What follows belongs to an exercise in optimizing a design on an open flow for small area; a production flow would make more cautious choices.
Function was checked by simulation only, so behaviour that the tests miss may differ from the original.

==> flow/flow/run.sh <==
#!/bin/bash
set -euo pipefail
{
  echo 'export CTS_ARGS = -sink_clustering_enable -repair_clock_nets -dont_use_dummy_load -buf_list sky130_fd_sc_hd__clkbuf_8 -sink_clustering_size 20 -sink_clustering_max_diameter 50'
  echo 'export BUFFER_PORTS_ARGS = -buffer_cell sky130_fd_sc_hd__buf_2'
  echo 'export RECOVER_POWER = 100'
} >> config.mk
bash standard.sh > standard_flow.log 2>&1
==> flow/standard.sh <==
#!/bin/bash
# synth_recipe.tcl (not shown) runs the flow's synth.tcl, then flattens the netlist and writes it again
# the make line also repeats each setting of config.mk as NAME=value (left out here)
make -C /OpenROAD-flow-scripts/flow DESIGN_CONFIG=/design/flow/config.mk WORK_HOME=/design/flow/orfs CLKGATE_MAP_FILE= SYNTH_SCRIPT=/design/flow/synth_recipe.tcl "${@:-finish}"
==> flow/config.mk <==
export PLATFORM = sky130hd
export DESIGN_NAME = Sine_wave
export DESIGN_NICKNAME = Sine_wave
export VERILOG_FILES = /design/flow/design.v
export SDC_FILE = /design/flow/constraint.sdc
export NUM_CORES = 4
export LEC_CHECK = 0
export CAP_MARGIN = 20
export CORE_MARGIN = 2
export CORE_UTILIZATION = 65
export CTS_BUF_LIST = sky130_fd_sc_hd__clkbuf_8
export CTS_CLUSTER_DIAMETER = 50
export CTS_CLUSTER_SIZE = 20
export SLEW_MARGIN = 20
export CTS_ARGS = -sink_clustering_enable -repair_clock_nets -dont_use_dummy_load -buf_list sky130_fd_sc_hd__clkbuf_8 -sink_clustering_size 20 -sink_clustering_max_diameter 50
export BUFFER_PORTS_ARGS = -buffer_cell sky130_fd_sc_hd__buf_2
export RECOVER_POWER = 100
==> flow/constraint.sdc <==
create_clock -name core_clock -period 5.0 [get_ports {clk}]
set_input_delay 1.0000 -clock core_clock [delete_from_list [all_inputs] [get_ports {clk}]]
set_output_delay 1.0000 -clock core_clock [all_outputs]
set_load 0.01 [all_outputs]
==> flow/design.v <==
module rotator_rca #(parameter W = 13) (
    input  [W-1:0] a,
    input  [W-1:0] b,
    input          ci,
    output [W-1:0] s
);
wire [W:0] c;
assign c[0] = ci;
genvar i;
generate
    for (i = 0; i < W; i = i + 1) begin : bit_
        assign s[i]   = ~(~a[i] ^ b[i] ^ c[i]);
        assign c[i+1] = ~((~a[i] & ~b[i]) | (~c[i] & (~a[i] | ~b[i])));
    end
endgenerate
endmodule
module rotator_incdec #(parameter W = 13) (
    input  [W-1:0] a,
    input          inc,
    input          dec,
    output [W-1:0] s
);
wire [W:0] pi, pd;
assign pi[0] = inc;
assign pd[0] = dec;
genvar i;
generate
    for (i = 0; i < W; i = i + 1) begin : bit_
        assign s[i]    = a[i] ^ (pi[i] | pd[i]);
        assign pi[i+1] = pi[i] & a[i];
        assign pd[i+1] = pd[i] & ~a[i];
    end
endgenerate
endmodule
module rotator #(parameter SH = 1) (
    input  [12:0] x_i,
    input  [12:0] y_i,
    input         d,
    output [12:0] x_o,
    output [12:0] y_o
);
wire [12:0] sx = {{SH{x_i[12]}}, x_i[12:SH]};
wire [12:0] sy = {{SH{y_i[12]}}, y_i[12:SH]};
rotator_rca #(13) ax (.a(x_i), .b(sy ^ {13{d}}),  .ci(d),  .s(x_o));
rotator_rca #(13) ay (.a(y_i), .b(sx ^ {13{~d}}), .ci(~d), .s(y_o));
endmodule
module rotator_tail (
    input  [12:0] x_i,
    input  [12:0] y_i,
    input  [3:0]  d,       
    input         nc,
    input         ns,
    output [4:0]  kc,
    output [4:0]  ks
);
wire xa1 = &x_i[11:2], xa0 = ~|x_i[11:2];
wire ya1 = &y_i[11:2], ya0 = ~|y_i[11:2];
function sgn;
    input       s, a1, a0;
    input [3:0] w;
begin
    sgn = s ^ (~w[3] & w[2] & a1) ^ (w[3] & a0);
end
endfunction
function [3:0] step;
    input [3:0] w;
    input       s, up;
    reg   [3:0] p;
begin
    p[0] = s;
    p[1] = p[0] & ~(w[0] ^ up);
    p[2] = p[1] & ~(w[1] ^ up);
    p[3] = p[2] & ~(w[2] ^ up);
    step = w ^ p;
end
endfunction
wire [3:0] wx0 = {2'b00, x_i[1:0]}, wy0 = {2'b00, y_i[1:0]};
wire [3:0] wx1 = step(wx0, y_i[12],  d[3]);
wire [3:0] wy1 = step(wy0, x_i[12], ~d[3]);
wire sx1 = sgn(x_i[12], xa1, xa0, wx1), sy1 = sgn(y_i[12], ya1, ya0, wy1);
wire [3:0] wx2 = step(wx1, sy1,  d[2]);
wire [3:0] wy2 = step(wy1, sx1, ~d[2]);
wire sx2 = sgn(x_i[12], xa1, xa0, wx2), sy2 = sgn(y_i[12], ya1, ya0, wy2);
wire [3:0] wx3 = step(wx2, sy2,  d[1]);
wire [3:0] wy3 = step(wy2, sx2, ~d[1]);
wire sx3 = sgn(x_i[12], xa1, xa0, wx3), sy3 = sgn(y_i[12], ya1, ya0, wy3);
wire [3:0] wx4 = step(wx3, sy3,  d[0]);
wire [3:0] wy4 = step(wy3, sx3, ~d[0]);
assign kc = nc ? 5'd4 - {wx4[3], wx4} : {wx4[3], wx4};
assign ks = ns ? 5'd4 - {wy4[3], wy4} : {wy4[3], wy4};
endmodule
module cordic (
    input         clk,
    input         rst,
    input  [12:0] x_i,
    input  [1:0]  quarter_in,
    input  [15:0] theta_i,
    output [12:0] sin_o,
    output [12:0] cos_o
);
wire        big = theta_i > 16'd57121;
wire [15:0] ang = big ? 16'd57121 : theta_i;
wire [15:0] z1_sub;
rotator_rca #(16) az0 (.a(ang), .b(16'd39812), .ci(1'b0), .s(z1_sub));  
wire        nz  = |theta_i;
wire        n1v = nz | (x_i == 13'h1000);
wire        d1v = ~nz | (theta_i >= 16'd25724);    
wire [12:0] sa0 = {x_i[12], x_i[12:1]};
wire        mx0 = n1v & d1v;
wire [3:0]  x2lo_n = {1'b0, x_i[2:0]} + {1'b0, sa0[2:0] ^ {3{mx0}}}
                     + {3'd0, mx0 | (~n1v & x_i[0])};
wire [3:0]  y2lo_n = {1'b0, x_i[2:0] ^ {3{~n1v}}} + {1'b0, sa0[2:0] ^ {3{~d1v}}}
                     + {3'd0, ~d1v | ~n1v};
reg  [9:0]  ah1;      
reg  [3:0]  x2lo1, y2lo1;    
reg         n1;
reg  [15:0] z1;
reg  [1:0]  q1;
always @(posedge clk) begin
    ah1   <= x_i[12:3];
    x2lo1 <= x2lo_n;
    y2lo1 <= y2lo_n;
    n1    <= n1v;
    z1    <= nz ? z1_sub : 16'd25722;
    q1    <= quarter_in;
end
wire        d1 = ~z1[15];
wire [9:0]  sah = {ah1[9], ah1[9:1]};    
wire        mx = n1 & d1;
wire [12:0] x2_n, y2_n;
assign x2_n[2:0] = x2lo1[2:0];
assign y2_n[2:0] = y2lo1[2:0];
rotator_rca #(10) ax1 (.a(ah1), .b(sah ^ {10{mx}}), .ci(x2lo1[3]), .s(x2_n[12:3]));
rotator_rca #(10) ay1 (.a(ah1 ^ {10{~n1}}), .b(sah ^ {10{~d1}}), .ci(y2lo1[3]), .s(y2_n[12:3]));
wire [14:0] z2_n;
rotator_rca #(15) az1 (.a(z1[14:0]), .b(d1 ? -15'sd15204 : 15'sd15204), .ci(1'b0), .s(z2_n));
reg [12:0] x2, y2;
reg [14:0] z2;
reg [1:0]  q2;
always @(posedge clk) begin
    x2 <= x2_n; y2 <= y2_n; z2 <= z2_n; q2 <= q1;
end
wire        d2 = ~z2[14];
wire [12:0] x3_n, y3_n;
rotator #(2) r2 (.x_i(x2), .y_i(y2), .d(d2), .x_o(x3_n), .y_o(y3_n));
wire [13:0] z3_n;
rotator_rca #(14) az2 (.a(z2[13:0]), .b(d2 ? -14'sd8028 : 14'sd8028), .ci(1'b0), .s(z3_n));
reg [12:0] x3, y3;
reg [13:0] z3;
reg [1:0]  q3;
always @(posedge clk) begin
    x3 <= x3_n; y3 <= y3_n; z3 <= z3_n; q3 <= q2;
end
wire        d3 = ~z3[13];
wire [12:0] x4_n, y4_n;
rotator #(3) r3 (.x_i(x3), .y_i(y3), .d(d3), .x_o(x4_n), .y_o(y4_n));
wire [12:0] z4_n;
rotator_rca #(13) az3 (.a(z3[12:0]), .b(d3 ? -13'sd4076 : 13'sd4076), .ci(1'b0), .s(z4_n));
reg [12:0] x4, y4;
reg [12:0] z4;
reg [1:0]  q4;
always @(posedge clk) begin
    x4 <= x4_n; y4 <= y4_n; z4 <= z4_n; q4 <= q3;
end
wire        d4 = ~z4[12];
wire [12:0] x5_n, y5_n;
rotator #(4) r4 (.x_i(x4), .y_i(y4), .d(d4), .x_o(x5_n), .y_o(y5_n));
wire [11:0] z5_n;
rotator_rca #(12) az4 (.a(z4[11:0]), .b(d4 ? -12'sd2045 : 12'sd2045), .ci(1'b0), .s(z5_n));
reg [12:0] x5, y5;
reg [11:0] z5;
reg [1:0]  q5;
always @(posedge clk) begin
    x5 <= x5_n; y5 <= y5_n; z5 <= z5_n; q5 <= q4;
end
wire        d5 = ~z5[11];
wire [12:0] x6_n, y6_n;
rotator #(5) r5 (.x_i(x5), .y_i(y5), .d(d5), .x_o(x6_n), .y_o(y6_n));
wire [10:0] z6_n;
rotator_rca #(11) az5 (.a(z5[10:0]), .b(d5 ? -11'sd1022 : 11'sd1022), .ci(1'b0), .s(z6_n));
reg [12:0] x6, y6;
reg [10:0] z6;
reg [1:0]  q6;
always @(posedge clk) begin
    x6 <= x6_n; y6 <= y6_n; z6 <= z6_n; q6 <= q5;
end
wire        d6 = ~z6[10];
wire [12:0] x7_n, y7_n;
rotator #(6) r6 (.x_i(x6), .y_i(y6), .d(d6), .x_o(x7_n), .y_o(y7_n));
wire [9:0] z7_n;
rotator_rca #(10) az6 (.a(z6[9:0]), .b(d6 ? -10'sd511 : 10'sd511), .ci(1'b0), .s(z7_n));
reg [12:0] x7, y7;
reg [9:0]  z7;
reg [1:0]  q7;
always @(posedge clk) begin
    x7 <= x7_n; y7 <= y7_n; z7 <= z7_n; q7 <= q6;
end
wire        d7 = ~z7[9];
wire [12:0] x8_n, y8_n;
rotator #(7) r7 (.x_i(x7), .y_i(y7), .d(d7), .x_o(x8_n), .y_o(y8_n));
reg [12:0] x8, y8;
reg [8:0]  z8;
reg [1:0]  q8;
always @(posedge clk) begin
    x8 <= x8_n; y8 <= y8_n; z8 <= {~z7[8], z7[7:0]}; q8 <= q7;
end
wire        d8 = ~z8[8];
wire [12:0] x9_n, y9_n;
rotator #(8) r8 (.x_i(x8), .y_i(y8), .d(d8), .x_o(x9_n), .y_o(y9_n));
reg [12:0] x9, y9;
reg [7:0]  z9;
reg [1:0]  q9;
always @(posedge clk) begin
    x9 <= x9_n; y9 <= y9_n; z9 <= {~z8[7], z8[6:0]}; q9 <= q8;
end
wire        d9 = ~z9[7];
wire [12:0] x10_n, y10_n;
rotator #(9) r9 (.x_i(x9), .y_i(y9), .d(d9), .x_o(x10_n), .y_o(y10_n));
wire [6:0]  u9 = {~z9[6], z9[5:0]};
wire [6:0]  v9;
rotator_incdec #(7) az9 (.a(u9), .inc(~d9 & (u9 != 7'h3f)), .dec(d9 & (u9 != 7'h40)), .s(v9));
reg [12:0] x10, y10;
reg [5:0]  dd10;      
reg [1:0]  q10;
always @(posedge clk) begin
    x10 <= x10_n; y10 <= y10_n; dd10 <= {~v9[6], v9[5:1]}; q10 <= q9;
end
wire [12:0] x11_n, y11_n;
rotator #(10) r10 (.x_i(x10), .y_i(y10), .d(dd10[5]), .x_o(x11_n), .y_o(y11_n));
reg [12:0] x11, y11;
reg [4:0]  dd11;
reg [1:0]  q11;
always @(posedge clk) begin
    x11 <= x11_n; y11 <= y11_n; dd11 <= dd10[4:0]; q11 <= q10;
end
wire [12:0] x12_n, y12_n;
rotator #(11) r11 (.x_i(x11), .y_i(y11), .d(dd11[4]), .x_o(x12_n), .y_o(y12_n));
reg [12:0] x12, y12;
reg [3:0]  dd12;
reg [1:0]  q12;
always @(posedge clk) begin
    x12 <= x12_n; y12 <= y12_n; dd12 <= dd11[3:0]; q12 <= q11;
end
wire        ns = q12[1];             
wire        nc = q12[1] ^ q12[0];    
wire [4:0]  kc_n, ks_n;
rotator_tail tail (
    .x_i(x12), .y_i(y12), .d(dd12), .nc(nc), .ns(ns), .kc(kc_n), .ks(ks_n)
);
reg [12:0] xs13, ys13;
reg [4:0]  kc13, ks13;
always @(posedge clk) begin
    xs13 <= {x12[12:2] ^ {11{nc}}, 2'b00}; ys13 <= {y12[12:2] ^ {11{ns}}, 2'b00};
    kc13 <= kc_n; ks13 <= ks_n;
end
wire [12:0] c_n, s_n;
assign c_n[1:0] = kc13[1:0];
assign s_n[1:0] = ks13[1:0];
rotator_rca #(11) ac (.a(xs13[12:2]), .b({{8{kc13[4]}}, kc13[4:2]}), .ci(1'b0), .s(c_n[12:2]));
rotator_rca #(11) as (.a(ys13[12:2]), .b({{8{ks13[4]}}, ks13[4:2]}), .ci(1'b0), .s(s_n[12:2]));
reg [12:0] cos14, sin14;
always @(posedge clk) begin
    cos14 <= {~c_n[12], c_n[11:0]}; sin14 <= {~s_n[12], s_n[11:0]};
end
reg [12:0] cos15, sin15;
always @(posedge clk) begin
    cos15 <= cos14; sin15 <= sin14;
end
reg  [3:0]  since_rst;
always @(posedge clk) begin
    if (rst)
        since_rst <= 4'd0;
    else if (since_rst != 4'd15)
        since_rst <= since_rst + 4'd1;
end
wire        clr = rst | (since_rst != 4'd15);
reg [12:0] sin_r, cos_r;
always @(posedge clk) begin
    sin_r <= clr ? 13'h1000 : sin15;
    cos_r <= clr ? 13'h1000 : cos15;
end
assign sin_o = sin_r;
assign cos_o = cos_r;
endmodule
module Sine_wave
    #(
        parameter DATA_WIDTH    = 12,
        parameter ANGLE_WIDTH   = 16
    )(
    input                       clk,
    input                       reset,
    input                       ce,
    input  [DATA_WIDTH:0]       ampl,
    input  [ANGLE_WIDTH-1:0]    step,
    output [DATA_WIDTH:0]    sin_wave,
    output [DATA_WIDTH:0]    cos_wave
);
reg [15:0] angle;
reg [1:0]  state;
wire        up  = ~state[0];    
wire [15:0] op  = step ^ {16{~up}};
wire [8:0]  lo, hi0, hi1;
rotator_rca #(9) alo (.a({1'b0, angle[7:0]}),  .b({1'b0, op[7:0]}),  .ci(~up),  .s(lo));
rotator_rca #(9) ah0 (.a({1'b0, angle[15:8]}), .b({1'b0, op[15:8]}), .ci(1'b0), .s(hi0));
rotator_rca #(9) ah1 (.a({1'b0, angle[15:8]}), .b({1'b0, op[15:8]}), .ci(1'b1), .s(hi1));
wire [8:0]  hi  = lo[8] ? hi1 : hi0;
wire [16:0] sum = {hi[8] ^ ~up, hi[7:0], lo[7:0]};
wire        up_ok = (step > 16'd51315) | (sum < 17'd51315);
wire        dn_ok = ~sum[16] & (|sum[15:0]);
wire        ok    = up ? up_ok : dn_ok;
always @(posedge clk) begin
    if (ce) begin
        if (reset) begin
            state <= 2'd0;
            angle <= 16'd0;
        end else if (ok) begin
            angle <= sum[15:0];
        end else begin
            state <= state + 2'd1;
        end
    end
end
cordic cordic (
    .clk        (clk),
    .rst        (reset),
    .x_i        (ampl),
    .quarter_in (state),
    .theta_i    (angle),
    .sin_o      (sin_wave),
    .cos_o      (cos_wave)
);
endmodule
==> run notes, run 1 <==
Logic synthesis:
- Yosys attributes the largest share of cell area to sky130_fd_sc_hd__dfxtp_1 (45%), sky130_fd_sc_hd__fa_1 (27%), sky130_fd_sc_hd__xnor2_1 (5.5%), sky130_fd_sc_hd__xor2_1 (4.8%), sky130_fd_sc_hd__edfxtp_1 (2.2%).
- The count of flip-flops with a built-in enable after synthesis is 18.
- The cell taking the most area after synthesis is sky130_fd_sc_hd__dfxtp_1.
- The post-synth net total is 2206.
- Averaged over all synthesized cells, the footprint is 13.8 um^2.
- The number of synthesized register bits is 584.
- For this run, the number of Yosys warnings is 3.
- The share of the yosys chip area belonging to registers is 0.475.
- The leading register cell type out of synthesis is sky130_fd_sc_hd__dfxtp_1.
- The number of unique standard cell types used by synthesis is 94.
- The area of the mapped netlist is 25000 um^2.
- Synthesis produced a netlist whose cell count is 1813.
- The proportion of synthesized flip-flops having asynchronous set or reset is 0.
- Of the post-synthesis cell area, the dominant cell type holds 0.453.

Timing:
- Setup slack closes at 0.0959 ns.
- The worst slew margin relative to its limit is 0.260.
- The top achievable clock speed is 204 MHz.
- The max-slew violation count is 0.
- The final clock skew is 0.0679 ns.
- The portion of the clock cycle consumed by the worst path in the final layout is 0.981.
- For the pin with the worst max-slew slack, the measured transition is 1.11 ns.
- The final count of negative-setup-slack endpoints is 0.
- The hold violation count in the final report is 0.
- The final-layout setup total negative slack is 0 ns.
- Subtracting the final worst setup slack from the clock period gives 4.90 ns.

Worst setup path:
- STA classifies the critical path startpoint as a flip-flop.
- Across all register-to-register paths, the minimum setup slack is 0.1 ns.
- The startpoint identified for the worst register-to-register timing path is cordic.y10[10]$_DFF_P_.
- Data on the critical path arrives at its endpoint at 5.46 ns.
- The endpoint identified for the worst register-to-register timing path is cordic.x11[11]$_DFF_P_.
- The worst path required time is 5.56 ns.
- The biggest fanout along the worst timing path is 2.
- The critical path endpoint category is a flip-flop.
- Counting cells, the worst reg-to-reg path comes to 12.
- The worst setup path is of the reg -> reg kind.

Floorplan:
- The width of the die is 200 um.
- The initial core utilization is 0.662.
- The core region is 37800 um^2.
- The number of ports placed on the die boundary is 58.
- The die covers 40100 um^2.
- In this run the vertical extent of the chip is 200 um.
- The floorplan has 71 rows.

Placed design:
- The HPWL reported at the end of detailed placement is 30.4 mm.
- The routability congestion estimate from global placement is 0.849.
- The cell count after placement is 2400.
- The post-place setup slack is -0.387 ns.
- The post-detailed-placement cell area is 26600 um^2.
- The number of buffers added on ports is 57.

Cells and area:
- The area growth from synthesis to layout is 10.1%.
- The post-route cell area is 27500 um^2.
- Of the cells placed in the final design, the portion with a size suffix greater than 1 is 0.225.
- The top cell types in the final layout, fill and taps aside, are sky130_fd_sc_hd__dfxtp_1 (538), sky130_fd_sc_hd__fa_2 (171), sky130_fd_sc_hd__fa_1 (165), sky130_fd_sc_hd__xnor2_1 (153), sky130_fd_sc_hd__xor2_1 (133).
- The non-filler instance count after layout is 2456.
- The layout net count is 2340.
- The most frequent standard cell in the layout excluding fill and tap cells is sky130_fd_sc_hd__dfxtp_1.
- 0 antenna diodes ended up in the layout.

Worst hold path:
- The worst hold-check path type is reg -> reg.
- The worst hold path terminates at cordic.cos15[4]$_DFF_P_.
- The start point of the worst hold path is cordic.cos14[4]$_DFF_P_.
- The worst hold path was traced through 0 stages.

Clock network:
- The CTS tree is built.
- The number of buffers created by CTS is 46.
- The clock latency on the worst-skew pair is 0.62 ns.
- The maximum root-to-sink buffer count is 3.
- Clock-pin slew was measured on the worst setup and hold paths at 0.10 ns.
- The root buffer cell chosen for the clock tree is sky130_fd_sc_hd__clkbuf_8.
- CTS saw 584 sinks.
- The total number of H-tree levels is 2.
- The number of hold buffers added after cts is 0.

Global routing:
- The number of antenna violations at the first check in global routing is 1.
- The overall overflow remaining after global route is 0.
- Across every metal layer, demand over resource in global routing totals 0.205.
- The largest net degree at the start of global routing is 26.
- The wire length of the first global-routing pass is 66.2 mm.
- The via count of the first global-routing pass is 13800.

Drt:
- Before antenna repair, the detailed router went through 7 iterations.
- The count of antenna-violating nets left after detailed routing is 0.
- The detailed-route vias per instance is 5.14.
- The mean routed wirelength per cell is 15.8 um.
- After detailed routing, the total wire length is 38.9 mm.
- The number of DRC markers after the initial detailed-route iteration is 531.
- The total DRC errors in the routed layout is 0.
- The detailed router placed 12600 vias in this run.

Job:
- The number of max-capacitance violations reported is 0.

Run status:
- The run finished with no timing, DRC or antenna violations.
## synthesized netlist by cell type, types with 3 or more instances
cell / count
sky130_fd_sc_hd__dfxtp_1: 566
sky130_fd_sc_hd__fa_1: 336
sky130_fd_sc_hd__xnor2_1: 156
sky130_fd_sc_hd__xor2_1: 137
sky130_fd_sc_hd__inv_1: 73
sky130_fd_sc_hd__nor2_1: 58
sky130_fd_sc_hd__nand2_1: 46
sky130_fd_sc_hd__and2_1: 37
sky130_fd_sc_hd__clkbuf_1: 30
sky130_fd_sc_hd__o21ai_0: 27
sky130_fd_sc_hd__ha_1: 25
sky130_fd_sc_hd__nand3_1: 23
sky130_fd_sc_hd__nor3_1: 20
sky130_fd_sc_hd__mux2i_1: 19
sky130_fd_sc_hd__edfxtp_1: 18
sky130_fd_sc_hd__nand2b_1: 17
sky130_fd_sc_hd__a21oi_1: 16
sky130_fd_sc_hd__nor4_1: 14
sky130_fd_sc_hd__mux2_2: 12
sky130_fd_sc_hd__or3_1: 12
sky130_fd_sc_hd__buf_1: 11
sky130_fd_sc_hd__nand4_1: 11
sky130_fd_sc_hd__a31oi_1: 10
sky130_fd_sc_hd__buf_2: 7
sky130_fd_sc_hd__o211ai_1: 7
sky130_fd_sc_hd__a21o_1: 6
sky130_fd_sc_hd__and3_1: 5
sky130_fd_sc_hd__nor2b_1: 5
sky130_fd_sc_hd__o21a_1: 5
sky130_fd_sc_hd__and4_1: 4
sky130_fd_sc_hd__buf_6: 4
sky130_fd_sc_hd__o21ai_1: 4
sky130_fd_sc_hd__a211oi_1: 3
sky130_fd_sc_hd__a21boi_0: 3
sky130_fd_sc_hd__nand3b_1: 3
sky130_fd_sc_hd__nor3b_1: 3
sky130_fd_sc_hd__or2_2: 3
## routing by layer
metal / global-route usage / wire length (um)
met3: 0.0277 / 1190
met5: 0 / 0
met1: 0.264 / 16800
met2: 0.360 / 20000
met4: 0.0669 / 920
## flip-flops by register name (all words and copies together), names as in the netlist, 14 cells and up
signal and flops:
angle 16, cordic.z1 16, cordic.z2 15, cordic.z3 14
## worst max-delay path, cell delays in order, from the launching register on
cell	delay (ns)
sky130_fd_sc_hd__dfxtp_2	0.33
sky130_fd_sc_hd__mux2_2	0.34
sky130_fd_sc_hd__fa_2	0.35
sky130_fd_sc_hd__fa_2	0.34
sky130_fd_sc_hd__fa_2	0.34
sky130_fd_sc_hd__fa_1	0.38
sky130_fd_sc_hd__fa_1	0.39
sky130_fd_sc_hd__fa_1	0.38
sky130_fd_sc_hd__fa_1	0.39
sky130_fd_sc_hd__fa_2	0.35
sky130_fd_sc_hd__fa_2	0.35
sky130_fd_sc_hd__fa_2	0.37
sky130_fd_sc_hd__fa_2	0.52
## area by class of cell
class / count / area [um^2]
Fill cell: 2556 / 10200
Tap cell: 511 / 639
Clock buffer: 46 / 633
Timing Repair Buffer: 139 / 906
Inverter: 75 / 282
Multi-Input combinational cell: 1101 / 13100
Sequential cell: 584 / 11900
## metrics by stage
| stage | util | hold slack [ns] |
|---|---|---|
| global route | 0.729 | 0.297 |
| finish | 0.729 | 0.290 |
| detailed placement | 0.705 | 0.312 |
| CTS | 0.724 | 0.295 |
| floorplan | - | 0.309 |
| global placement | 0.705 | 0.310 |
## what timing repair did
| item | CTS | global route |
|---|---|---|
| setup buffers | 0 | 9 |
| endpoints found under the setup margin | 20 | 52 |
| gates cloned | 0 | 1 |
| gates resized for setup | 32 | 54 |
| pin swaps | 0 | 5 |
## how the worst max path moves through the flow
stage,cells after the start,endpoint,slack (ns),start
final,12,cordic.x11[11]$_DFF_P_,0.1,cordic.y10[10]$_DFF_P_
after global routing,12,cordic.x11[11]$_DFF_P_,-0.01,cordic.y10[10]$_DFF_P_
after CTS,13,cordic.x9[12]$_DFF_P_,0.009,cordic.z8[8]$_DFF_P_
after detailed placement,18,angle[5]$_SDFFCE_PP0P_,-0.39,step[0]
after global placement,18,angle[10]$_SDFFCE_PP0P_,-0.26,step[0]
after floorplan,15,cordic.x5[12]$_DFF_P_,-0.04,cordic.z4[12]$_DFF_P_
## cell families (layout without fill, tap and decap cells)
family                   after synthesis  in the layout  synth area share
AO/OA/AOI/OAI                        125            126            0.0376
XOR/XNOR                             299            299             0.108
adder cells (fa/ha/maj)              361            361             0.281
buffers and inverters                129            260            0.0212
flip-flops                           584            584             0.475
multiplexers                          34             34            0.0148
AND/OR/NAND/NOR                      281            281            0.0626
==> run 2: changes to the inputs <==
==> flow/config.mk (replaced) <==
export PLATFORM = sky130hd
export DESIGN_NAME = Sine_wave
export DESIGN_NICKNAME = Sine_wave
export VERILOG_FILES = /design/flow/design.v
export SDC_FILE = /design/flow/constraint.sdc
export NUM_CORES = 4
export LEC_CHECK = 0
export ABC_AREA = 1
export CAP_MARGIN = 20
export CORE_MARGIN = 2
export CORE_UTILIZATION = 65
export SLEW_MARGIN = 20
export CTS_ARGS = -sink_clustering_enable -repair_clock_nets -dont_use_dummy_load -buf_list sky130_fd_sc_hd__clkbuf_8 -sink_clustering_size 20 -sink_clustering_max_diameter 50
export BUFFER_PORTS_ARGS = -buffer_cell sky130_fd_sc_hd__buf_2
export RECOVER_POWER = 100
==> run 2 against run 1 <==
  * The layout now fails its checks (max-capacitance violations, max-slew violations)
  * Fmax is essentially flat
  * Register-to-register slack is essentially flat
  * Count of clock-buffer cells in the layout shrank 1
  * Global-route usage shrank 0.15 points
  * Area after synthesis is essentially flat
  * Critical path depth grew 2
  * Synthesized cell count grew 11%
  * Flip-flop and latch count is the same
  * Critical path type unchanged
==> run notes, run 2 <==
Run status:
- The flow ran to the end, but the layout failed its checks.
- The checks that failed were max-capacitance violations, max-slew violations.

Floorplan:
- The initial core utilization is 0.663.
- The number of ports placed on the die boundary is 58.
- The region available for standard cell placement spans 37800 um^2.
- Measured along the x axis, the die boundary spans 200 um.
- The y dimension of the die is 200 um.
- The floorplan step defined a die boundary enclosing 40100 um^2.
- The initialized floorplan defines 71 standard-cell rows.

Logic synthesis:
- Counting every instance in the synthesized netlist gives 2009.
- In the post-synthesis netlist, the cell with the most instances is sky130_fd_sc_hd__dfxtp_1.
- Yosys attributes the largest share of cell area to sky130_fd_sc_hd__dfxtp_1 (45%), sky130_fd_sc_hd__fa_1 (27%), sky130_fd_sc_hd__xor2_1 (5.6%), sky130_fd_sc_hd__xnor2_1 (4.7%), sky130_fd_sc_hd__nand2_1 (3.2%).
- After synthesis, the share of flip-flops with an asynchronous set or reset is 0.
- The share of synthesized area in the top cell type comes to 0.453.
- The area of the mapped netlist is 25000 um^2.
- For this run, the register share of the synthesized area comes to 0.475.
- The synthesized area per cell is 12.5 um^2.
- In this run, synthesis inferred 18 flip-flops with an integrated enable.
- In the synthesized netlist the dominant register cell turns out to be sky130_fd_sc_hd__dfxtp_1.
- Synthesis produced a netlist with a net count of 2402.
- Counting flops and latches in the post-synthesis netlist gives 584.
- The synthesized netlist contains 51 unique library cells.
- Ranked by instance count, the synthesized netlist is headed by sky130_fd_sc_hd__dfxtp_1 (566), sky130_fd_sc_hd__fa_1 (336), sky130_fd_sc_hd__nand2_1 (214), sky130_fd_sc_hd__inv_1 (180), sky130_fd_sc_hd__xor2_1 (160).
- The total of warnings raised by yosys is 3.
- Of all cell types, the one taking the most synthesized area is sky130_fd_sc_hd__dfxtp_1.

Cells and area:
- The library cell used most frequently in the layout, excluding fill and tap cells, is sky130_fd_sc_hd__dfxtp_1.
- The top cell types in the final layout, fill and taps aside, are sky130_fd_sc_hd__dfxtp_1 (553), sky130_fd_sc_hd__nand2_1 (216), sky130_fd_sc_hd__fa_2 (179), sky130_fd_sc_hd__inv_1 (176), sky130_fd_sc_hd__xor2_1 (158).
- The total inserted antenna cells is 0.
- The area growth from synthesis to final layout is 10.1%.
- The layout net count is 2551.
- The largest registers in the layout are angle x16, cordic.z1 x16, cordic.z2 x15.
- The proportion of layout cells with a drive suffix above 1 is 0.197.

Clock network:
- The number of hold buffers added after cts is 0.
- The number of sinks handled by clock tree synthesis is 584.
- TritonCTS created 45 clock buffers.
- The total number of H-tree levels is 2.
- The tree is rooted in a sky130_fd_sc_hd__clkbuf_8.
- No sink is reached through more buffers than the 3 on the longest clock path.
- The CTS tree is built.
- After clock tree synthesis, the clock-pin slew on the worst setup and hold paths is 0.11 ns.
- The clock reaches the later pin of the worst-skew pair after 0.64 ns.

Placed design:
- The HPWL after detailed placement is 30.3 mm.
- The routability congestion estimate from global placement is 0.852.
- The number of buffers added on ports is 57.
- At the placement stage, the worst setup path has a slack of -0.400 ns.

Global routing:
- The global-route usage over all layers is 0.203.
- The overall overflow remaining after global route is 0.
- The first global-routing pass estimated 65.9 mm of wire.
- The via count of the first global-routing pass is 14100.
- Entering global routing, the biggest net connects 27 pins.
- The number of antenna violations at the first check in global routing is 0.

Worst setup path:
- Across all register-to-register paths, the minimum setup slack is 0.10 ns.
- The start of the worst register-to-register path is cordic.z8[8]$_DFF_P_.
- In this run the worst path has a maximum fanout of 8.
- Counting cells, the worst reg-to-reg path comes to 14.
- STA puts the critical path data required time at 5.53 ns.
- The critical path endpoint category is a flip-flop.
- The worst endpoint data arrival time is 5.43 ns.
- The endpoint identified for the worst register-to-register timing path is cordic.x9[12]$_DFF_P_.
- The critical path is of the reg -> reg type.
- The startpoint kind of the worst setup timing path is a flip-flop.

Timing:
- The worst slew margin relative to its limit is -0.200.
- Of the available clock period, the critical path in the final layout requires 0.980.
- The final hold slack is 0.282 ns.
- The slew at the pin closest to its max-slew limit is 1.79 ns.
- Counting I/O delays and the setup requirement, the final critical path takes 4.90 ns.
- The top achievable clock speed is 204 MHz.
- The hold violation count in the final report is 0.
- The clock arrives with 0.0475 ns of skew.
- The max-slew violation count is 17.
- The final count of negative-setup-slack endpoints is 0.
- After layout, the worst setup slack is 0.100 ns.

Drt:
- Summed over all nets, wire length on met2 after detailed routing comes to 19.6 mm.
- Once detail routing completed, the nets flagged for antenna violations numbered 0.
- In the routed design, unresolved DRC markers number 0.
- After detailed routing, the average wire length per cell comes to 14.2 um.
- The highest metal layer carrying signal wires in the routed design is met4.
- Summed over all layers, the routed wires come to 37.9 mm.
- The met3 wire length is 1.34 mm.
- The post-route met1 wirelength is 15.9 mm.
- The iteration count of the initial detailed-routing pass is 5.
- The number of DRC markers after the initial detailed-route iteration is 460.
- After detailed routing, the number of vias per cell comes to 4.84.
- The total number of vias is 12900.

Job:
- Across the run, the number of max-cap violations was 1.

Worst hold path:
- The start point of the worst hold path is cordic.cos14[11]$_DFF_P_.
- The worst hold-check path type is reg -> reg.
- For hold timing, the worst endpoint is cordic.cos15[11]$_DFF_P_.
- Along the worst hold path, the cell count comes to 0.
[run 2: cell types whose count changed after synthesis, moves of 23 or more]
cell,before,now
sky130_fd_sc_hd__inv_1,73,180
sky130_fd_sc_hd__nor2_1,58,110
sky130_fd_sc_hd__xor2_1,137,160
sky130_fd_sc_hd__nand2_1,46,214
sky130_fd_sc_hd__and2_1,37,2
sky130_fd_sc_hd__or2_2,3,26
[run 2: final cells by class]
type                       count  area, um^2
tap                          511         639
inverter                     191         719
fill                        2627       10200
timing repair buffer         139         862
sequential                   584       11900
clock buffer                  45         619
multi-input combinational   1197       12800
[run 2: repair_timing]
action                     4_1_cts  5_1_grt
pin swaps                        0        5
gates resized for setup         29       39
setup buffers                    2        7
setup endpoints to repair       18       39
[run 2: cell families after synthesis]
group / after synthesis / synth area share
flip-flops: 584 / 0.475
AND/OR/NAND/NOR: 479 / 0.0880
multiplexers: 4 / 0.00170
AO/OA/AOI/OAI: 54 / 0.0130
adder cells (fa/ha/maj): 361 / 0.281
XOR/XNOR: 299 / 0.107
buffers and inverters: 228 / 0.0347
[run 2: routing by layer]
metal | track usage | up-vias
li1 | - | 6373
met1 | 0.249 | 6295
met2 | 0.366 | 169
met3 | 0.0373 | 77
met4 | 0.0642 | 0
met5 | 0 | -
[run 2: worst max path at each step]
stage | startpoint | endpoint | slack (ns) | depth (start not counted)
2_1_floorplan | step[1] | angle[0]$_SDFFCE_PP0P_ | -0.08 | 20
3_3_place_gp | step[0] | angle[9]$_SDFFCE_PP0P_ | -0.27 | 21
3_5_place_dp | step[0] | angle[10]$_SDFFCE_PP0P_ | -0.40 | 21
4_1_cts | cordic.z8[8]$_DFF_P_ | cordic.y9[12]$_DFF_P_ | 0.006 | 15
5_1_grt | state[0]$_SDFFCE_PP0P_ | angle[8]$_SDFFCE_PP0P_ | -0.05 | 21
6_report | cordic.z8[8]$_DFF_P_ | cordic.x9[12]$_DFF_P_ | 0.10 | 14
[run 2: stage by stage]
stage | utilization | std cells | cell area [um^2] | TNS, ns
2_1_floorplan | - | 2009 | 25700 | -1.43
3_3_place_gp | 0.710 | 2613 | 26800 | -5.09
3_5_place_dp | 0.710 | 2613 | 26800 | -9.16
4_1_cts | 0.729 | 2660 | 27500 | 0
5_1_grt | 0.729 | 2667 | 27500 | -0.761
6_report | 0.729 | 2667 | 27500 | 0
[run 2: worst max-delay path: stages, from the launching register on]
cell	delay [ns]
sky130_fd_sc_hd__dfxtp_4	0.42
sky130_fd_sc_hd__or2_2	0.13
sky130_fd_sc_hd__nand2_1	0.06
sky130_fd_sc_hd__fa_2	0.34
sky130_fd_sc_hd__fa_2	0.35
sky130_fd_sc_hd__fa_2	0.36
sky130_fd_sc_hd__fa_1	0.39
sky130_fd_sc_hd__fa_1	0.40
sky130_fd_sc_hd__fa_1	0.39
sky130_fd_sc_hd__fa_1	0.40
sky130_fd_sc_hd__fa_2	0.36
sky130_fd_sc_hd__fa_2	0.35
sky130_fd_sc_hd__fa_2	0.35
sky130_fd_sc_hd__fa_1	0.39
sky130_fd_sc_hd__xnor2_1	0.13
==> run 3: changes to the inputs <==
--- a/flow/design.v
+++ b/flow/design.v
@@ -65,13 +65,8 @@
 function [3:0] step;
     input [3:0] w;
     input       s, up;
-    reg   [3:0] p;
 begin
-    p[0] = s;
-    p[1] = p[0] & ~(w[0] ^ up);
-    p[2] = p[1] & ~(w[1] ^ up);
-    p[3] = p[2] & ~(w[2] ^ up);
-    step = w ^ p;
+    step = s ? (up ? w + 4'd1 : w - 4'd1) : w;
 end
 endfunction
 wire [3:0] wx0 = {2'b00, x_i[1:0]}, wy0 = {2'b00, y_i[1:0]};
==> flow/flow/run.sh (replaced) <==
#!/bin/bash
set -euo pipefail
{
  echo 'export CTS_ARGS = -sink_clustering_enable -repair_clock_nets -dont_use_dummy_load -buf_list sky130_fd_sc_hd__clkbuf_16 -sink_clustering_size 30 -sink_clustering_max_diameter 60'
  echo 'export BUFFER_PORTS_ARGS = -buffer_cell sky130_fd_sc_hd__buf_2'
  echo 'export RECOVER_POWER = 100'
} >> config.mk
bash standard.sh > standard_flow.log 2>&1
==> flow/config.mk (replaced) <==
export PLATFORM = sky130hd
export DESIGN_NAME = Sine_wave
export DESIGN_NICKNAME = Sine_wave
export VERILOG_FILES = /design/flow/design.v
export SDC_FILE = /design/flow/constraint.sdc
export NUM_CORES = 4
export LEC_CHECK = 0
export CAP_MARGIN = 20
export CORE_MARGIN = 2
export CORE_UTILIZATION = 65
export CTS_BUF_LIST = sky130_fd_sc_hd__clkbuf_8
export CTS_CLUSTER_DIAMETER = 50
export CTS_CLUSTER_SIZE = 20
export SLEW_MARGIN = 20
export CTS_ARGS = -sink_clustering_enable -repair_clock_nets -dont_use_dummy_load -buf_list sky130_fd_sc_hd__clkbuf_16 -sink_clustering_size 30 -sink_clustering_max_diameter 60
export BUFFER_PORTS_ARGS = -buffer_cell sky130_fd_sc_hd__buf_2
export RECOVER_POWER = 100
==> run 3 against run 2 <==
  * Now clean on timing, DRC and antenna
  * Register-to-register slack worse by 0.04 ns
  * Via count is 4.3% lower
  * Cell area is 1.6% higher
  * Synthesized cell count is 9.2% lower
  * Largest cell class unchanged
  * Fmax is 0.79% lower
==> run notes, run 3 <==
Floorplan:
- The initial core utilization is 0.661.
- In this run the horizontal extent of the chip is 200 um.
- The y dimension of the die is 200 um.
- The number of ports placed on the die boundary is 58.
- The total area inside the core boundary comes to 37800 um^2.
- The die area is 40000 um^2.
- After floorplanning, the core was divided into 71 placement rows.

Worst setup path:
- The maximum single-stage delay on the critical path is 0.39 ns.
- The worst endpoint data arrival time is 5.33 ns.
- Grouping stages by cell kind, the critical path spends the most delay in adder cells.
- The signal on the critical path passes through mux2_2, fa_2, fa_2, fa_2, fa_2, fa_1, fa_2, fa_1, fa_2, fa_2, fa_2, fa_1, xnor2_1.
- The startpoint kind of the worst setup timing path is a flip-flop.
- The kind of critical path is reg -> reg.
- Along the worst path, the maximum fanout reaches 2.
- The critical path endpoint category is a flip-flop.
- The standard cell with the maximum stage delay on the critical path is sky130_fd_sc_hd__fa_1.
- Counting stages on the worst path, the most repeated cell is sky130_fd_sc_hd__fa_2.
- For the worst setup path, the data required time is 5.39 ns.
- The count of buffering cells on the critical path with inverters included is 0.

Logic synthesis:
- The simple-gate area share of the yosys netlist is 0.0573.
- The post-synthesis cell count is 1825.
- By area the synthesized netlist is led by sky130_fd_sc_hd__dfxtp_1 (45%), sky130_fd_sc_hd__fa_1 (27%), sky130_fd_sc_hd__xnor2_1 (5.5%), sky130_fd_sc_hd__xor2_1 (4.8%), sky130_fd_sc_hd__edfxtp_1 (2.2%).
- The fraction of the mapped netlist area in compound gates is 0.0265.
- The number of synthesized register bits is 584.
- The XOR/XNOR share of the synthesized area is 0.104.
- Counting every net in the synthesized netlist gives 2240.
- The most frequent cell after synthesis is sky130_fd_sc_hd__dfxtp_1.
- By count the netlist is led by sky130_fd_sc_hd__dfxtp_1 (566), sky130_fd_sc_hd__fa_1 (342), sky130_fd_sc_hd__xnor2_1 (158), sky130_fd_sc_hd__xor2_1 (136), sky130_fd_sc_hd__inv_1 (134).
- Of the post-synthesis cell area, the dominant cell type holds 0.454.
- The count of flip-flops with a built-in enable after synthesis is 18.
- The Yosys step of the flow raised 3 warnings.
- The leading register cell type out of synthesis is sky130_fd_sc_hd__dfxtp_1.
- After synthesis, the largest family of logic cells by area is adder cells.
- The synthesized area per cell is 13.7 um^2.
- Of all flip-flops after synthesis, the portion carrying an async set or reset was 0.
- The share of the yosys chip area belonging to registers is 0.476.
- The biggest area contributor in the post-synthesis netlist is sky130_fd_sc_hd__dfxtp_1.
- The arithmetic-cell share of the synthesized area counting full adders, half adders and majority gates is 0.295.
- After synthesis the cells add up to 25000 um^2.
- The multiplexer share of the synthesized area is 0.0134.
- Yosys mapped the design onto 79 distinct sky130hd cell types.

Timing:
- Setup repair after global routing could not meet its margin everywhere.
- Across the routed clock network, the largest skew measured is 0.0665 ns.
- The worst pin sits at a relative slew slack of 0.160.
- Setup violations remaining at the end of the flow were counted as 0.
- The max-slew violation count is 0.
- Summed over all failing endpoints, the final setup total negative slack is 0 ns.
- The top achievable clock speed is 202 MHz.
- Counting I/O delays and the setup requirement, the final critical path takes 4.94 ns.
- The portion of the clock cycle consumed by the worst path in the final layout is 0.988.
- The hold violation count in the final report is 0.
- For the pin with the worst max-slew slack, the measured transition is 1.26 ns.

Cells and area:
- The largest registers in the layout are angle x16, cordic.z1 x16, cordic.z2 x15.
- In the final layout, the multi-input gates occupy 13100 um^2.
- The area growth from synthesis to final layout is 12.1%.
- Across the whole layout, storage elements account for 11900 um^2.
- In the layout the commonest cells are sky130_fd_sc_hd__dfxtp_1 (547), sky130_fd_sc_hd__fa_1 (178), sky130_fd_sc_hd__fa_2 (164), sky130_fd_sc_hd__xnor2_1 (152).
- The number of fill cells is 2576.
- The final core area utilization is 0.741.
- In the final layout, the share of cells above drive strength 1 is 0.208.
- The library cell used most frequently in the layout, excluding fill and tap cells, is sky130_fd_sc_hd__dfxtp_1.
- The layout net count is 2387.
- The repair_antennas step left the layout with diodes totalling 0.

Clock network:
- The H-tree generated during clock tree synthesis spans 2 levels.
- The tree is rooted in a sky130_fd_sc_hd__clkbuf_16.
- The clock slew seen by the registers of the worst setup and hold paths is 0.10 ns.
- The CTS tree is built.
- The clock passes through at most 3 buffers.
- Counting the buffers created by CTS gives 36.
- The tree built by TritonCTS fans out to 584 sinks.
- The clock latency on the worst-skew pair is 0.58 ns.

Worst hold path:
- The path class of the tightest hold or removal check is reg -> reg.

Global routing:
- The number of antenna violations at the first check in global routing was 0.
- The via count of the first global-routing pass is 13400.
- The global-route usage over all layers is 0.205.
- Global routing finished with a remaining overflow of 0.
- The largest net degree at the start of global routing is 31.
- The first global-routing pass estimated 64.4 mm of wire.

Drt:
- The total DRC errors in the routed layout is 0.
- The final layout contains routed wiring with a total length of 38.6 mm.
- The count of antenna-violating nets left after detailed routing is 0.
- The mean routed wirelength per cell is 15.6 um.
- After detailed routing, the number of vias per cell comes to 4.98.
- The first TritonRoute pass finished after 5 iterations.
- The number of DRC markers after the initial detailed-route iteration is 453.
- The total number of vias is 12400.

Placed design:
- The number of buffers added on ports is 57.
- The routability congestion estimate from global placement is 0.892.
- Summed over all nets, the half-perimeter wirelength after detailed placement is 30.0 mm.

Job:
- Max-cap violations in this run came to 0.

Run status:
- The flow ran to the end and the layout has no timing, DRC or antenna violations.
==> run 3: changes by cell type in the layout (fill, tap and decap cells not counted), sizes merged, moves of 15 or more <==
cell   previous run  this run
ha               25        41
nand3            53        13
and2              2        27
inv             186       135
nor2            119        59
mux2              2        17
nand2           234        44
xor2            163       136
nand4            24         8
xnor2           136       159
==> run 3: cells by family after synthesis <==
| group | count (synthesis) |
|---|---|
| AND/OR/NAND/NOR | 257 |
| flip-flops | 584 |
| buffers and inverters | 177 |
| XOR/XNOR | 295 |
| AO/OA/AOI/OAI | 98 |
| multiplexers | 31 |
| adder cells (fa/ha/maj) | 383 |
==> run 3: routing by layer <==
layer  GRT usage  vias to the layer above  wire (um)
li1            -                     6005          -
met1       0.270                     6163      16700
met2       0.359                      140      19900
met3      0.0279                       45       1230
met4      0.0606                        0        710
met5           0                        -          0
==> run 3: area by class of cell <==
type | count | area share
Multi-Input combinational cell | 1065 | 0.468
Sequential cell | 584 | 0.426
Timing Repair Buffer | 150 | 0.0328
Clock buffer | 36 | 0.0322
Tap cell | 511 | 0.0229
Inverter | 135 | 0.0183
==> run 3: metrics by stage <==
step / setup WS, ns / hold WS [ns] / cell area, um^2 / std cells
after floorplan: -0.0370 / 0.309 / 25500 / 1825
after global placement: -0.256 / 0.310 / 26700 / 2436
after detailed placement: -0.403 / 0.312 / 26700 / 2436
after CTS: -0.0233 / 0.287 / 27700 / 2472
after global routing: -0.0561 / 0.282 / 28000 / 2481
final: 0.0612 / 0.274 / 28000 / 2481
==> run 3: worst reg2reg max path: stages (launching register included) <==
cell                      delay, ns
sky130_fd_sc_hd__dfxtp_1       0.35
sky130_fd_sc_hd__mux2_2        0.36
sky130_fd_sc_hd__fa_2          0.35
sky130_fd_sc_hd__fa_2          0.35
sky130_fd_sc_hd__fa_2          0.35
sky130_fd_sc_hd__fa_2          0.34
sky130_fd_sc_hd__fa_1          0.39
sky130_fd_sc_hd__fa_2          0.35
sky130_fd_sc_hd__fa_1          0.39
sky130_fd_sc_hd__fa_2          0.35
sky130_fd_sc_hd__fa_2          0.34
sky130_fd_sc_hd__fa_2          0.34
sky130_fd_sc_hd__fa_1          0.38
sky130_fd_sc_hd__xnor2_1       0.13
==> run 3: repair_timing <==
action                                  in CTS  in global routing
pin swaps                                    1                 14
buffers inserted                             0                  8
resized for setup                           36                 88
hold buffers                                 0                  0
gates cloned                                 0                  1
endpoints found under the setup margin      27                 57
==> run 3: path summary, 6_finish.rpt <==
| check | end | start | cells after the start | slack (ns) |
|---|---|---|---|---|
| max | cordic.x11[12]$_DFF_P_ | cordic.y10[10]$_DFF_P_ | 13 | 0.06 |
| max reg2reg | cordic.x11[12]$_DFF_P_ | cordic.y10[10]$_DFF_P_ | 13 | 0.06 |
| min reg2reg | cordic.dd11[2]$_DFF_P_ | cordic.dd10[2]$_DFF_P_ | 0 | 0.27 |
| min | cordic.dd11[2]$_DFF_P_ | cordic.dd10[2]$_DFF_P_ | 0 | 0.27 |
==> run 4: changes to the inputs <==
==> flow/flow/run.sh (replaced) <==
#!/bin/bash
set -euo pipefail
{
  echo 'export CTS_ARGS = -sink_clustering_enable -repair_clock_nets -dont_use_dummy_load -buf_list {sky130_fd_sc_hd__clkbuf_4 sky130_fd_sc_hd__clkbuf_8} -sink_clustering_size 20 -sink_clustering_max_diameter 50'
  echo 'export BUFFER_PORTS_ARGS = -buffer_cell sky130_fd_sc_hd__buf_2'
  echo 'export RECOVER_POWER = 100'
} >> config.mk
bash standard.sh > standard_flow.log 2>&1
--- a/flow/config.mk
+++ b/flow/config.mk
@@ -12,6 +12,6 @@
 export CTS_CLUSTER_DIAMETER = 50
 export CTS_CLUSTER_SIZE = 20
 export SLEW_MARGIN = 20
-export CTS_ARGS = -sink_clustering_enable -repair_clock_nets -dont_use_dummy_load -buf_list sky130_fd_sc_hd__clkbuf_16 -sink_clustering_size 30 -sink_clustering_max_diameter 60
+export CTS_ARGS = -sink_clustering_enable -repair_clock_nets -dont_use_dummy_load -buf_list {sky130_fd_sc_hd__clkbuf_4 sky130_fd_sc_hd__clkbuf_8} -sink_clustering_size 20 -sink_clustering_max_diameter 50
 export BUFFER_PORTS_ARGS = -buffer_cell sky130_fd_sc_hd__buf_2
 export RECOVER_POWER = 100
==> run 4 against run 3 <==
  * Still clean
  * Synthesized cell count stayed put
  * Utilization decreased by 0.72 points
  * Worst hold slack lost 0.0045 ns
  * Register-to-register slack improved by 0.03 ns
  * Critical path type unchanged
  * Largest cell class unchanged
==> run notes, run 4 <==
Global routing:
- The wire length of the first global-routing pass is 64.0 mm.
- The via count of the first global-routing pass came to 13300.
- In the global route stage, overall resource usage came out at 0.204.
- Entering global routing, the biggest net connects 28 pins.
- The overall overflow remaining after global route is 0.
- The number of antenna violations at the first check in global routing was 0.

Logic synthesis:
- The synthesized netlist contains 79 unique library cells.
- The proportion of synthesized flip-flops having asynchronous set or reset is 0.
- Synthesis inferred 584 register bits.
- The largest total area in the synthesized netlist belongs to sky130_fd_sc_hd__dfxtp_1.
- Sorting the synthesized cells by area gives the leading types as sky130_fd_sc_hd__dfxtp_1 (45%), sky130_fd_sc_hd__fa_1 (27%), sky130_fd_sc_hd__xnor2_1 (5.5%), sky130_fd_sc_hd__xor2_1 (4.8%), sky130_fd_sc_hd__edfxtp_1 (2.2%).
- In this run, synthesis inferred 18 flip-flops with an integrated enable.
- The total of warnings raised by yosys is 3.
- The top cell type's share of synthesized area is 0.454.
- Counting every net in the synthesized netlist gives 2240.
- sky130_fd_sc_hd__dfxtp_1 is the most common cell in the netlist.
- The leading register cell type out of synthesis is sky130_fd_sc_hd__dfxtp_1.
- The synthesized area per cell is 13.7 um^2.
- For this run, the register share of the synthesized area comes to 0.476.
- Ranked by instance count, the synthesized netlist is headed by sky130_fd_sc_hd__dfxtp_1 (566), sky130_fd_sc_hd__fa_1 (342), sky130_fd_sc_hd__xnor2_1 (158), sky130_fd_sc_hd__xor2_1 (136), sky130_fd_sc_hd__inv_1 (134).
- The cell area that synthesis handed to floorplanning was 25000 um^2.
- Counting every instance in the synthesized netlist gives 1825.

Clock network:
- The clock root buffer master is sky130_fd_sc_hd__clkbuf_8.
- The clock net in this run drives a total of 584 sinks.
- The maximum root-to-sink buffer count is 3.
- For the worst-skew pair, the clock arrives at the later sink with an insertion delay of 0.63 ns.
- The total number of H-tree levels is 2.
- The clock slew seen by the registers of the worst setup and hold paths is 0.10 ns.
- The number of buffers created by CTS is 46.
- TritonCTS built the clock tree.

Drt:
- The number of DRC markers after the initial detailed-route iteration is 433.
- The iteration count of the initial detailed-routing pass is 5.
- Summed over all layers, the routed wires come to 38.1 mm.
- For this block, the via count after detailed routing is 12400.
- Using the TritonRoute via totals, the vias-per-cell ratio works out to 4.96.
- After detailed routing, the number of remaining DRC violations is 0.
- The count of antenna-violating nets left after detailed routing is 0.
- The mean routed wirelength per cell is 15.3 um.

Timing:
- The final hold slack is 0.270 ns.
- The shortest clock period the worst path allows after layout is 4.91 ns.
- The top achievable clock speed is 204 MHz.
- The final count of negative-setup-slack endpoints is 0.
- The worst setup margin is 0.0903 ns.
- The max-slew violation count is 0.
- The final-layout setup total negative slack is 0 ns.
- The hold violation count in the final report is 0.
- For the final database, setup skew stands at 0.0648 ns.
- The portion of the clock cycle consumed by the worst path in the final layout is 0.982.
- The slew at the pin closest to its max-slew limit is 1.27 ns.
- The worst pin sits at a relative slew slack of 0.149.

Worst setup path:
- The start of the worst register-to-register path is cordic.y10[10]$_DFF_P_.
- The startpoint kind of the worst setup timing path is a flip-flop.
- The kind of critical path is reg -> reg.
- The signal on the critical path passes through mux2_2, fa_2, fa_2, fa_2, fa_2, fa_1, fa_2, fa_1, fa_2, fa_2, fa_2, fa_1, xnor2_1.
- Data on the critical path is required at its endpoint by 5.45 ns.
- The capturing point of the worst reg2reg path is cordic.x11[12]$_DFF_P_.
- In this run the register-to-register setup slack is 0.09 ns.
- The biggest fanout along the worst timing path is 2.
- For the worst setup path, the data arrival time is 5.36 ns.
- On the critical path, the stage with the largest delay is an instance of sky130_fd_sc_hd__fa_1.
- STA classifies the critical path endpoint as a flip-flop.
- In this design, the stage delay of the slowest critical-path cell is 0.39 ns.
- By instance count, the cell type seen most on the critical path is sky130_fd_sc_hd__fa_2.
- For the worst flop-to-flop path, the logic depth is 13.

Floorplan:
- In this run the vertical extent of the chip is 200 um.
- The initialized floorplan defines 71 standard-cell rows.
- 58 I/O pins were placed.
- From left edge to right edge, the die measures 200 um.
- The floorplan core area is 37800 um^2.
- The initial core utilization is 0.661.
- The die area is 40000 um^2.

Run status:
- The run finished with no timing, DRC or antenna violations.

Cells and area:
- After the last flow step, the layout net total stands at 2396.
- Leaving out fill and tap cells, the most frequent cell in the layout is sky130_fd_sc_hd__dfxtp_1.
- The area growth from synthesis to final layout is 11.0%.
- Of the cells placed in the final design, the portion with a size suffix greater than 1 is 0.214.
- In the layout the commonest cells are sky130_fd_sc_hd__dfxtp_1 (546), sky130_fd_sc_hd__fa_1 (172), sky130_fd_sc_hd__fa_2 (170), sky130_fd_sc_hd__xnor2_1 (150).
- The final core area utilization is 0.734.
- The largest registers in the layout are angle x16, cordic.z1 x16, cordic.z2 x15.

Placed design:
- The number of buffers added on ports is 57.
- Routability-driven placement finished with a final weighted congestion of 0.892.
- The post-place setup slack is -0.403 ns.
- Summed over all nets, the half-perimeter wirelength after detailed placement is 30.0 mm.

Job:
- Max-cap violations in this run came to 0.

Worst hold path:
- The path with the worst hold slack has its endpoint at cordic.cos14[1]$_DFF_P_.
- The worst hold path begins at cordic.kc13[1]$_DFF_P_.
- The worst hold-check path type is reg -> reg.
- The cell depth of the worst hold path is 0.
run 4: cell counts after synthesis:
No cell type changed its count.
run 4: cell type report:
| class | count | area, um^2 |
|---|---|---|
| inverters | 135 | 512 |
| well taps | 511 | 639 |
| flip-flops and latches | 584 | 11900 |
| repair buffers | 150 | 903 |
| multi-input cells | 1064 | 13100 |
| clock buffers | 46 | 633 |
| fillers | 2610 | 10000 |
| diodes | 1 | 2.50 |
run 4: cell families after synthesis:
logic type      Yosys count  share of synthesized area
flops                   584                      0.476
fa+ha+maj               383                      0.295
compound gates           98                     0.0265
xor+xnor                295                      0.104
buf+inv                 177                     0.0282
simple gates            257                     0.0573
mux                      31                     0.0134
run 4: how the worst max path moves through the flow:
stage	start	endpoint	slack, ns	depth (start not counted)
floorplan	cordic.z4[12]$_DFF_P_	cordic.x5[12]$_DFF_P_	-0.04	15
global placement	step[8]	angle[1]$_SDFFCE_PP0P_	-0.26	21
detailed placement	step[8]	angle[4]$_SDFFCE_PP0P_	-0.40	21
CTS	cordic.x5[5]$_DFF_P_	cordic.y6[12]$_DFF_P_	0.005	13
global route	cordic.x12[12]$_DFF_P_	cordic.kc13[4]$_DFF_P_	-0.02	18
finish	cordic.y10[10]$_DFF_P_	cordic.x11[12]$_DFF_P_	0.09	13
run 4: worst max-delay path: cells and delay by family, from the launching register on:
kind	cells	cell delay [ns]
xor+xnor	1	0.13
fa+ha+maj	11	3.93
flops	1	0.34
mux	1	0.35
run 4: timing repair:
| action | in CTS | in global routing |
|---|---|---|
| setup endpoints to repair | 26 | 54 |
| setup buffers | 0 | 8 |
| resized for setup | 45 | 75 |
| pin swaps | 3 | 13 |
| hold buffers | 0 | 0 |
| endpoints found under the hold margin | 0 | 0 |
run 4: through the flow:
step / instance area (um^2) / cells
floorplan: 25500 / 1825
global placement: 26700 / 2436
detailed placement: 26700 / 2436
CTS: 27400 / 2482
global route: 27700 / 2490
finish: 27700 / 2491
run 4: per-layer routing:
metal  wire length, um  track usage  part of all wire
met4               648       0.0469             0.017
met2             19500        0.353              0.51
met1             16600        0.269              0.44
met3              1340       0.0370             0.035
met5                 0            0                 0

[what the ideal ports hide]
No port has a modelled driver above. Below, the same layouts with a new extraction and two added sets of constraints. Step 1 sets driving cells, clkbuf_16 on the clock port and buf_2 on the other inputs (assumed; they add their load-dependent delay and slew). Step 2, shift: input delay + t, output delay - t, t = (earliest + latest rising clock arrival at the registers) / 2. This alone moves slack from input paths to output paths. a / b / c = ideal ports / drivers / drivers and shift; a / b = the first two.
| run | t (ns) | setup slack, ns | hold WS [ns] | clock arrival spread, ns |
|---|---|---|---|---|
| run 1 | 0.656 | 0.096 / 0.096 / -0.349 | 0.290 / 0.290 / 0.290 | 0.099 / 0.100 |
| run 2 | 0.662 | 0.100 / 0.100 / -0.330 | 0.282 / 0.282 / 0.282 | 0.052 / 0.052 |
| run 3 | 0.599 | 0.061 / 0.061 / -0.418 | 0.274 / 0.274 / 0.274 | 0.067 / 0.068 |
| run 4 | 0.645 | 0.090 / 0.090 / -0.403 | 0.270 / 0.270 / 0.270 | 0.066 / 0.066 |
For run 4, which loses most, drivers alone change the setup slack by 0.000 ns; drivers and shift together by -0.493 ns.
